What follows belongs to an exercise in optimizing a design on an open flow for small area and a short achievable clock period; a production flow would make more cautious choices.
Where RTL was checked, it was by simulation tests only, not by an equivalence proof against the original.

==> inputs of 02-04 <==
// a25_execute
module a25_execute (
input                       i_clk,
input                       i_rst,                       
input                       i_core_stall,                
input                       i_mem_stall,                 
output                      o_exec_stall,                
input       [31:0]          i_wb_read_data,              
input                       i_wb_read_data_valid,        
input       [10:0]          i_wb_load_rd,                
input       [31:0]          i_copro_read_data,           
input                       i_decode_iaccess,            
input                       i_decode_daccess,            
input       [7:0]           i_decode_load_rd,            
output reg  [31:0]          o_copro_write_data,
output reg  [31:0]          o_write_data,
output reg  [31:0]          o_iaddress,
output      [31:0]          o_iaddress_nxt,              
output reg                  o_iaddress_valid,      
output reg  [31:0]          o_daddress,          
output      [31:0]          o_daddress_nxt,              
output reg                  o_daddress_valid,      
output reg                  o_adex,                
output reg                  o_priviledged,         
output reg                  o_exclusive,           
output reg                  o_write_enable,
output reg  [3:0]           o_byte_enable,
output reg  [8:0]           o_exec_load_rd,        
output      [31:0]          o_status_bits,               
output                      o_multiply_done,
input      [1:0]            i_status_bits_mode,
input                       i_status_bits_irq_mask,
input                       i_status_bits_firq_mask,
input      [31:0]           i_imm32,
input      [4:0]            i_imm_shift_amount,
input                       i_shift_imm_zero,
input      [3:0]            i_condition,
input                       i_decode_exclusive,        
input      [3:0]            i_rm_sel,
input      [3:0]            i_rs_sel,
input      [3:0]            i_rn_sel,
input      [1:0]            i_barrel_shift_amount_sel,
input      [1:0]            i_barrel_shift_data_sel,
input      [1:0]            i_barrel_shift_function,
input      [8:0]            i_alu_function,
input      [1:0]            i_multiply_function,
  ...
Settings: LEC_CHECK=0, ABC_CLOCK_PERIOD_IN_PS=12000, CAP_MARGIN=20, CORE_MARGIN=2, CORE_UTILIZATION=45, PLACE_DENSITY=0.6, SETUP_SLACK_MARGIN=5, SLEW_MARGIN=20; clock period 18.0 ns.
run.sh (not shown) runs the stock make flow with config.mk's settings and CLKGATE_MAP_FILE= SYNTH_SCRIPT=/design/flow/synth_recipe.tcl, a recipe that flattens the netlist after the stock synthesis.
==> inputs of 02-01, as changes to 02-04 <==
--- a/flow/design.v
+++ b/flow/design.v
@@ -383,11 +383,12 @@
 assign carry_out = (cout_sel==1'd0 ) ? fadder_carry_out     :
                                        i_barrel_shift_carry ;
 assign  overflow_out    = out_sel == 4'd1 &&
                           ( (!a[31] && !b_not[31] && fadder_out[31]) ||
                             (a[31] && b_not[31] && !fadder_out[31])     );
-assign fadder_out       = { 1'd0,a} + {1'd0,b_not} + {32'd0,carry_in};
+wire [33:0] fadder_wide  = {1'd0, a, 1'd1} + {1'd0, b_not, carry_in};
+assign fadder_out       = fadder_wide[33:1];
 assign fadder_carry_out = fadder_out[32];
 assign and_out          = a & b_not;
 assign or_out           = a | b_not;
 assign xor_out          = a ^ b_not;
 assign zero_ex8_out     = {24'd0,  b_not[7:0]};
@@ -524,10 +525,28 @@
     assign carry[i+1] = (i_a[i] & i_b[i]) | (i_a[i] & carry[i]) | (i_b[i] & carry[i]);
 end
 endgenerate
 assign o_co = carry[W];
 endmodule
+module a25_inc #(
+parameter W = 8
+)(
+input       [W-1:0]         i_a,
+output      [W-1:0]         o_sum,
+output                      o_co
+);
+wire [W:0] carry;
+assign carry[0] = 1'd1;
+genvar i;
+generate
+for (i=0; i<W; i=i+1) begin : g_bit
+    assign o_sum[i]   = i_a[i] ^ carry[i];
+    assign carry[i+1] = i_a[i] & carry[i];
+end
+endgenerate
+assign o_co = carry[W];
+endmodule
 module a25_register_bank (
 input                       i_clk,
 input                       i_rst,
 input                       i_core_stall,
 input                       i_mem_stall,
@@ -547,10 +566,13 @@
 input       [3:0]           i_wb_read_data_rd,
 input       [1:0]           i_wb_mode,
 input       [3:0]           i_status_bits_flags,
 input                       i_status_bits_irq_mask,
 input                       i_status_bits_firq_mask,
+input       [31:0]          i_fwd_data,              
+input                       i_fwd_rm,                
+input                       i_fwd_rn,                
 output      [31:0]          o_rm,
 output      [31:0]          o_rs,
 output      [31:0]          o_rd,
 output      [31:0]          o_rn,
 output      [31:0]          o_pc
@@ -829,11 +851,11 @@
 wire        rds_usr  = i_mode_rds_exec[OH_USR];
 wire        rds_svc  = !i_mode_rds_exec[OH_USR] &&  i_mode_rds_exec[OH_SVC];
 wire        rds_irq  = !i_mode_rds_exec[OH_USR] && !i_mode_rds_exec[OH_SVC] &&  i_mode_rds_exec[OH_IRQ];
 wire        rds_firq = !i_mode_rds_exec[OH_USR] && !i_mode_rds_exec[OH_SVC] && !i_mode_rds_exec[OH_IRQ];
 wire        rds_f8   = i_mode_rds_exec[OH_FIRQ];
-wire [15:0] rm_dec = 16'd1 << i_rm_sel;
+wire [15:0] rm_dec = (16'd1 << i_rm_sel) & {16{!i_fwd_rm}};
 wire [31:0] rm_bank = ({32{rm_dec[0]}} & r0)
                      | ({32{rm_dec[1]}} & r1)
                      | ({32{rm_dec[2]}} & r2)
                      | ({32{rm_dec[3]}} & r3)
                      | ({32{rm_dec[4]}} & r4)
@@ -857,11 +879,11 @@
                      | ({32{rm_dec[14] & usr_exec}} & r14)
                      | ({32{rm_dec[14] & svc_exec}} & r14_svc)
                      | ({32{rm_dec[14] & irq_exec}} & r14_irq)
                      | ({32{rm_dec[14] & firq_exec}} & r14_firq)
                      | ({32{rm_dec[15]}} & r15_out_rm);
-wire [15:0] rn_dec = 16'd1 << i_rn_sel;
+wire [15:0] rn_dec = (16'd1 << i_rn_sel) & {16{!i_fwd_rn}};
 wire [31:0] rn_bank = ({32{rn_dec[0]}} & r0)
                      | ({32{rn_dec[1]}} & r1)
                      | ({32{rn_dec[2]}} & r2)
                      | ({32{rn_dec[3]}} & r3)
                      | ({32{rn_dec[4]}} & r4)
@@ -913,12 +935,12 @@
                      | ({32{rs_dec[14] & rds_usr}} & r14)
                      | ({32{rs_dec[14] & rds_svc}} & r14_svc)
                      | ({32{rs_dec[14] & rds_irq}} & r14_irq)
                      | ({32{rs_dec[14] & rds_firq}} & r14_firq)
                      | ({32{rs_dec[15]}} & r15_out_rn);
-assign o_rm = rm_bank;
-assign o_rn = rn_bank;
+assign o_rm = rm_bank | ({32{i_fwd_rm}} & i_fwd_data);
+assign o_rn = rn_bank | ({32{i_fwd_rn}} & i_fwd_data);
 assign o_rs = rs_bank;
 assign o_rd = i_rs_sel == 4'd15 ? r15_out_rm_nxt : rs_bank;
 assign o_pc = r15_out_rn;
 endmodule
 module a25_execute (
@@ -1253,13 +1275,19 @@
                                                                i_copro_read_data      [27] ;
 assign status_bits_firq_mask_nxt = ldm_status_bits           ? read_data_filtered     [26] :
                                    i_status_bits_sel == 3'd0 ? i_status_bits_firq_mask     :
                                    i_status_bits_sel == 3'd1 ? alu_out                [26] :
                                                                i_copro_read_data      [26] ;
-assign pc_plus4       = pc         + 32'd4;
-assign pc_minus4      = pc         - 32'd4;
-assign daddress_plus4 = o_daddress + 32'd4;
+wire [23:0] pc_inc, pc_dec_n;
+wire        pc_inc_co, pc_dec_co;
+wire [29:0] daddress_inc;
+a25_inc #(.W(24)) u_pc_inc       (.i_a( pc[25:2]),         .o_sum(pc_inc),       .o_co(pc_inc_co));
+a25_inc #(.W(24)) u_pc_dec       (.i_a(~pc[25:2]),         .o_sum(pc_dec_n),     .o_co(pc_dec_co));
+a25_inc #(.W(30)) u_daddress_inc (.i_a(o_daddress[31:2]),  .o_sum(daddress_inc), .o_co());
+assign pc_plus4       = {5'd0, pc_inc_co, pc_inc, 2'd0};
+assign pc_minus4      = {{6{pc_dec_co}}, ~pc_dec_n, 2'd0};      
+assign daddress_plus4 = {daddress_inc, o_daddress[1:0]};
 assign alu_plus4      = alu_out_plus4;
 assign rn_plus4       = rn         + 32'd4;
 assign shift_amount = i_barrel_shift_amount_sel == 2'd0 ? 8'd0                         :
                       i_barrel_shift_amount_sel == 2'd1 ? rs[7:0]                      :
                                                           {3'd0, i_imm_shift_amount  } ;
@@ -1331,12 +1359,14 @@
 assign reg_bank_wen = {{15{execute}} & i_reg_bank_wen};
 assign priviledged_nxt  = ( i_status_bits_mode_wen ? status_bits_mode_nxt : status_bits_mode ) != USR ;
 assign write_enable_nxt = execute && i_write_data_wen;
 assign daddress_valid_nxt = execute && i_decode_daccess && !i_core_stall;
 assign iaddress_valid_nxt = i_decode_iaccess || !execute;
-assign rn = i_rn_use_read && i_rn_sel == load_rd_c ? read_data_filtered_c : reg_bank_rn;
-assign rm = i_rm_use_read && i_rm_sel == load_rd_c ? read_data_filtered_c : reg_bank_rm;
+wire   fwd_rn = i_rn_use_read && i_rn_sel == load_rd_c;
+wire   fwd_rm = i_rm_use_read && i_rm_sel == load_rd_c;
+assign rn = reg_bank_rn;
+assign rm = reg_bank_rm;
 assign rs = i_rs_use_read && i_rs_sel == load_rd_c ? read_data_filtered_c : reg_bank_rs;
 assign rd = i_rd_use_read && i_rs_sel == load_rd_c ? read_data_filtered_c : reg_bank_rd;
 always@( posedge i_clk )
     if ( i_rst )
         begin
@@ -1467,10 +1497,13 @@
     .i_status_bits_flags     ( status_bits_flags         ),
     .i_status_bits_irq_mask  ( status_bits_irq_mask      ),
     .i_status_bits_firq_mask ( status_bits_firq_mask     ),
     .i_firq_not_user_mode    ( i_firq_not_user_mode      ),
     .i_mode_rds_exec         ( status_bits_mode_rds_oh   ),  
+    .i_fwd_data              ( read_data_filtered_c      ),
+    .i_fwd_rm                ( fwd_rm                    ),
+    .i_fwd_rn                ( fwd_rn                    ),
     .o_rm                    ( reg_bank_rm               ),
     .o_rs                    ( reg_bank_rs               ),
     .o_rd                    ( reg_bank_rd               ),
     .o_rn                    ( reg_bank_rn               ),
     .o_pc                    ( pc                        )
==> flow/config.mk (replaced) <==
export PLATFORM = sky130hd
export DESIGN_NAME = a25_execute
export DESIGN_NICKNAME = a25_execute
export VERILOG_FILES = /design/flow/design.v
export SDC_FILE = /design/flow/constraint.sdc
export NUM_CORES = 4
export LEC_CHECK = 0
export ABC_AREA = 1
export CAP_MARGIN = 20
export CORE_MARGIN = 2
export CORE_UTILIZATION = 45
export PLACE_DENSITY = 0.6
export SETUP_SLACK_MARGIN = 5
export SLEW_MARGIN = 20
==> inputs of 10-08, as changes to 02-04 <==
--- a/flow/design.v
+++ b/flow/design.v
@@ -383,11 +383,12 @@
 assign carry_out = (cout_sel==1'd0 ) ? fadder_carry_out     :
                                        i_barrel_shift_carry ;
 assign  overflow_out    = out_sel == 4'd1 &&
                           ( (!a[31] && !b_not[31] && fadder_out[31]) ||
                             (a[31] && b_not[31] && !fadder_out[31])     );
-assign fadder_out       = { 1'd0,a} + {1'd0,b_not} + {32'd0,carry_in};
+wire [33:0] fadder_wide  = {1'd0, a, 1'd1} + {1'd0, b_not, carry_in};
+assign fadder_out       = fadder_wide[33:1];
 assign fadder_carry_out = fadder_out[32];
 assign and_out          = a & b_not;
 assign or_out           = a | b_not;
 assign xor_out          = a ^ b_not;
 assign zero_ex8_out     = {24'd0,  b_not[7:0]};
@@ -524,10 +525,28 @@
     assign carry[i+1] = (i_a[i] & i_b[i]) | (i_a[i] & carry[i]) | (i_b[i] & carry[i]);
 end
 endgenerate
 assign o_co = carry[W];
 endmodule
+module a25_inc #(
+parameter W = 8
+)(
+input       [W-1:0]         i_a,
+output      [W-1:0]         o_sum,
+output                      o_co
+);
+wire [W:0] carry;
+assign carry[0] = 1'd1;
+genvar i;
+generate
+for (i=0; i<W; i=i+1) begin : g_bit
+    assign o_sum[i]   = i_a[i] ^ carry[i];
+    assign carry[i+1] = i_a[i] & carry[i];
+end
+endgenerate
+assign o_co = carry[W];
+endmodule
 module a25_register_bank (
 input                       i_clk,
 input                       i_rst,
 input                       i_core_stall,
 input                       i_mem_stall,
@@ -547,10 +566,13 @@
 input       [3:0]           i_wb_read_data_rd,
 input       [1:0]           i_wb_mode,
 input       [3:0]           i_status_bits_flags,
 input                       i_status_bits_irq_mask,
 input                       i_status_bits_firq_mask,
+input       [31:0]          i_fwd_data,              
+input                       i_fwd_rm,                
+input                       i_fwd_rn,                
 output      [31:0]          o_rm,
 output      [31:0]          o_rs,
 output      [31:0]          o_rd,
 output      [31:0]          o_rn,
 output      [31:0]          o_pc
@@ -829,11 +851,11 @@
 wire        rds_usr  = i_mode_rds_exec[OH_USR];
 wire        rds_svc  = !i_mode_rds_exec[OH_USR] &&  i_mode_rds_exec[OH_SVC];
 wire        rds_irq  = !i_mode_rds_exec[OH_USR] && !i_mode_rds_exec[OH_SVC] &&  i_mode_rds_exec[OH_IRQ];
 wire        rds_firq = !i_mode_rds_exec[OH_USR] && !i_mode_rds_exec[OH_SVC] && !i_mode_rds_exec[OH_IRQ];
 wire        rds_f8   = i_mode_rds_exec[OH_FIRQ];
-wire [15:0] rm_dec = 16'd1 << i_rm_sel;
+wire [15:0] rm_dec = (16'd1 << i_rm_sel) & {16{!i_fwd_rm}};
 wire [31:0] rm_bank = ({32{rm_dec[0]}} & r0)
                      | ({32{rm_dec[1]}} & r1)
                      | ({32{rm_dec[2]}} & r2)
                      | ({32{rm_dec[3]}} & r3)
                      | ({32{rm_dec[4]}} & r4)
@@ -857,11 +879,11 @@
                      | ({32{rm_dec[14] & usr_exec}} & r14)
                      | ({32{rm_dec[14] & svc_exec}} & r14_svc)
                      | ({32{rm_dec[14] & irq_exec}} & r14_irq)
                      | ({32{rm_dec[14] & firq_exec}} & r14_firq)
                      | ({32{rm_dec[15]}} & r15_out_rm);
-wire [15:0] rn_dec = 16'd1 << i_rn_sel;
+wire [15:0] rn_dec = (16'd1 << i_rn_sel) & {16{!i_fwd_rn}};
 wire [31:0] rn_bank = ({32{rn_dec[0]}} & r0)
                      | ({32{rn_dec[1]}} & r1)
                      | ({32{rn_dec[2]}} & r2)
                      | ({32{rn_dec[3]}} & r3)
                      | ({32{rn_dec[4]}} & r4)
@@ -913,12 +935,12 @@
                      | ({32{rs_dec[14] & rds_usr}} & r14)
                      | ({32{rs_dec[14] & rds_svc}} & r14_svc)
                      | ({32{rs_dec[14] & rds_irq}} & r14_irq)
                      | ({32{rs_dec[14] & rds_firq}} & r14_firq)
                      | ({32{rs_dec[15]}} & r15_out_rn);
-assign o_rm = rm_bank;
-assign o_rn = rn_bank;
+assign o_rm = rm_bank | ({32{i_fwd_rm}} & i_fwd_data);
+assign o_rn = rn_bank | ({32{i_fwd_rn}} & i_fwd_data);
 assign o_rs = rs_bank;
 assign o_rd = i_rs_sel == 4'd15 ? r15_out_rm_nxt : rs_bank;
 assign o_pc = r15_out_rn;
 endmodule
 module a25_execute (
@@ -1253,13 +1275,19 @@
                                                                i_copro_read_data      [27] ;
 assign status_bits_firq_mask_nxt = ldm_status_bits           ? read_data_filtered     [26] :
                                    i_status_bits_sel == 3'd0 ? i_status_bits_firq_mask     :
                                    i_status_bits_sel == 3'd1 ? alu_out                [26] :
                                                                i_copro_read_data      [26] ;
-assign pc_plus4       = pc         + 32'd4;
-assign pc_minus4      = pc         - 32'd4;
-assign daddress_plus4 = o_daddress + 32'd4;
+wire [23:0] pc_inc, pc_dec_n;
+wire        pc_inc_co, pc_dec_co;
+wire [29:0] daddress_inc;
+a25_inc #(.W(24)) u_pc_inc       (.i_a( pc[25:2]),         .o_sum(pc_inc),       .o_co(pc_inc_co));
+a25_inc #(.W(24)) u_pc_dec       (.i_a(~pc[25:2]),         .o_sum(pc_dec_n),     .o_co(pc_dec_co));
+a25_inc #(.W(30)) u_daddress_inc (.i_a(o_daddress[31:2]),  .o_sum(daddress_inc), .o_co());
+assign pc_plus4       = {5'd0, pc_inc_co, pc_inc, 2'd0};
+assign pc_minus4      = {{6{pc_dec_co}}, ~pc_dec_n, 2'd0};      
+assign daddress_plus4 = {daddress_inc, o_daddress[1:0]};
 assign alu_plus4      = alu_out_plus4;
 assign rn_plus4       = rn         + 32'd4;
 assign shift_amount = i_barrel_shift_amount_sel == 2'd0 ? 8'd0                         :
                       i_barrel_shift_amount_sel == 2'd1 ? rs[7:0]                      :
                                                           {3'd0, i_imm_shift_amount  } ;
@@ -1331,12 +1359,14 @@
 assign reg_bank_wen = {{15{execute}} & i_reg_bank_wen};
 assign priviledged_nxt  = ( i_status_bits_mode_wen ? status_bits_mode_nxt : status_bits_mode ) != USR ;
 assign write_enable_nxt = execute && i_write_data_wen;
 assign daddress_valid_nxt = execute && i_decode_daccess && !i_core_stall;
 assign iaddress_valid_nxt = i_decode_iaccess || !execute;
-assign rn = i_rn_use_read && i_rn_sel == load_rd_c ? read_data_filtered_c : reg_bank_rn;
-assign rm = i_rm_use_read && i_rm_sel == load_rd_c ? read_data_filtered_c : reg_bank_rm;
+wire   fwd_rn = i_rn_use_read && i_rn_sel == load_rd_c;
+wire   fwd_rm = i_rm_use_read && i_rm_sel == load_rd_c;
+assign rn = reg_bank_rn;
+assign rm = reg_bank_rm;
 assign rs = i_rs_use_read && i_rs_sel == load_rd_c ? read_data_filtered_c : reg_bank_rs;
 assign rd = i_rd_use_read && i_rs_sel == load_rd_c ? read_data_filtered_c : reg_bank_rd;
 always@( posedge i_clk )
     if ( i_rst )
         begin
@@ -1467,10 +1497,13 @@
     .i_status_bits_flags     ( status_bits_flags         ),
     .i_status_bits_irq_mask  ( status_bits_irq_mask      ),
     .i_status_bits_firq_mask ( status_bits_firq_mask     ),
     .i_firq_not_user_mode    ( i_firq_not_user_mode      ),
     .i_mode_rds_exec         ( status_bits_mode_rds_oh   ),  
+    .i_fwd_data              ( read_data_filtered_c      ),
+    .i_fwd_rm                ( fwd_rm                    ),
+    .i_fwd_rn                ( fwd_rn                    ),
     .o_rm                    ( reg_bank_rm               ),
     .o_rs                    ( reg_bank_rs               ),
     .o_rd                    ( reg_bank_rd               ),
     .o_rn                    ( reg_bank_rn               ),
     .o_pc                    ( pc                        )
==> flow/config.mk (replaced) <==
export PLATFORM = sky130hd
export DESIGN_NAME = a25_execute
export DESIGN_NICKNAME = a25_execute
export VERILOG_FILES = /design/flow/design.v
export SDC_FILE = /design/flow/constraint.sdc
export NUM_CORES = 4
export LEC_CHECK = 0
export CAP_MARGIN = 20
export CORE_MARGIN = 2
export CORE_UTILIZATION = 45
export PLACE_DENSITY = 0.6
export SETUP_SLACK_MARGIN = 5
export SLEW_MARGIN = 20
==> comparison table <==
metric                                                                   02-04           10-08           02-01
Outcome                                                         did not finish  did not finish  did not finish
Stage where the flow stopped                                    global routing  global routing  global routing
Standard-cell rows                                                         164             164             163
Width of the die                                                      453.5 um        451.9 um        449.6 um
Cell Area, Synth                                                  0.09093 mm^2    0.09028 mm^2    0.08936 mm^2
Placed standard-cell area                                          0.1019 mm^2     0.1036 mm^2    0.09916 mm^2
Number of unique standard cell types used by synthesis                     132             120              77
Synth Area in Adders                                                    2.315%          3.279%          3.313%
Fraction of synthesized area in multiplexers                            5.159%          6.358%         0.1792%
Post-CTS setup buffer count                                                231             309             426
Fraction of synthesized cell area in xor and xnor cells                 2.485%          1.896%         0.7337%
Dpl hpwl                                                             551000 um       600000 um       548200 um
Count of placed standard cells including taps                            15140           15220           17430
Starting Density                                                        45.40%          45.22%          45.26%
DIE HEIGHT                                                            453.5 um        451.9 um        449.6 um
Count of cells resized by post-cts repair                                  825             865            1260
Sequential fraction of the synthesis area                               26.22%          26.41%          26.68%
Cell with the most instances after synthesis                            nor2_1          nor2_1         nand2_1
Mean instance size in the synthesized netlist                       7.315 um^2      7.364 um^2      6.114 um^2
Simple logic cell fraction of the synthesized area                      21.88%          19.51%          34.05%
Number of buffers added by the clock tree synthesis step                   142             143             146
Cell count after synthesis                                               12430           12260           14620
Final weighted congestion in routability-driven placement                1.252           1.349           1.337
Compound-gate portion of the synthesized area                           35.24%          36.13%          24.03%
Worst Setup Slack post-DPL                                           0.7016 ns       0.5184 ns       0.6638 ns
Area share of the leading cell type in the synthesized netlist          26.22%          26.41%          26.68%
Function not checked in 02-04: the RTL went through the layout flow alone.
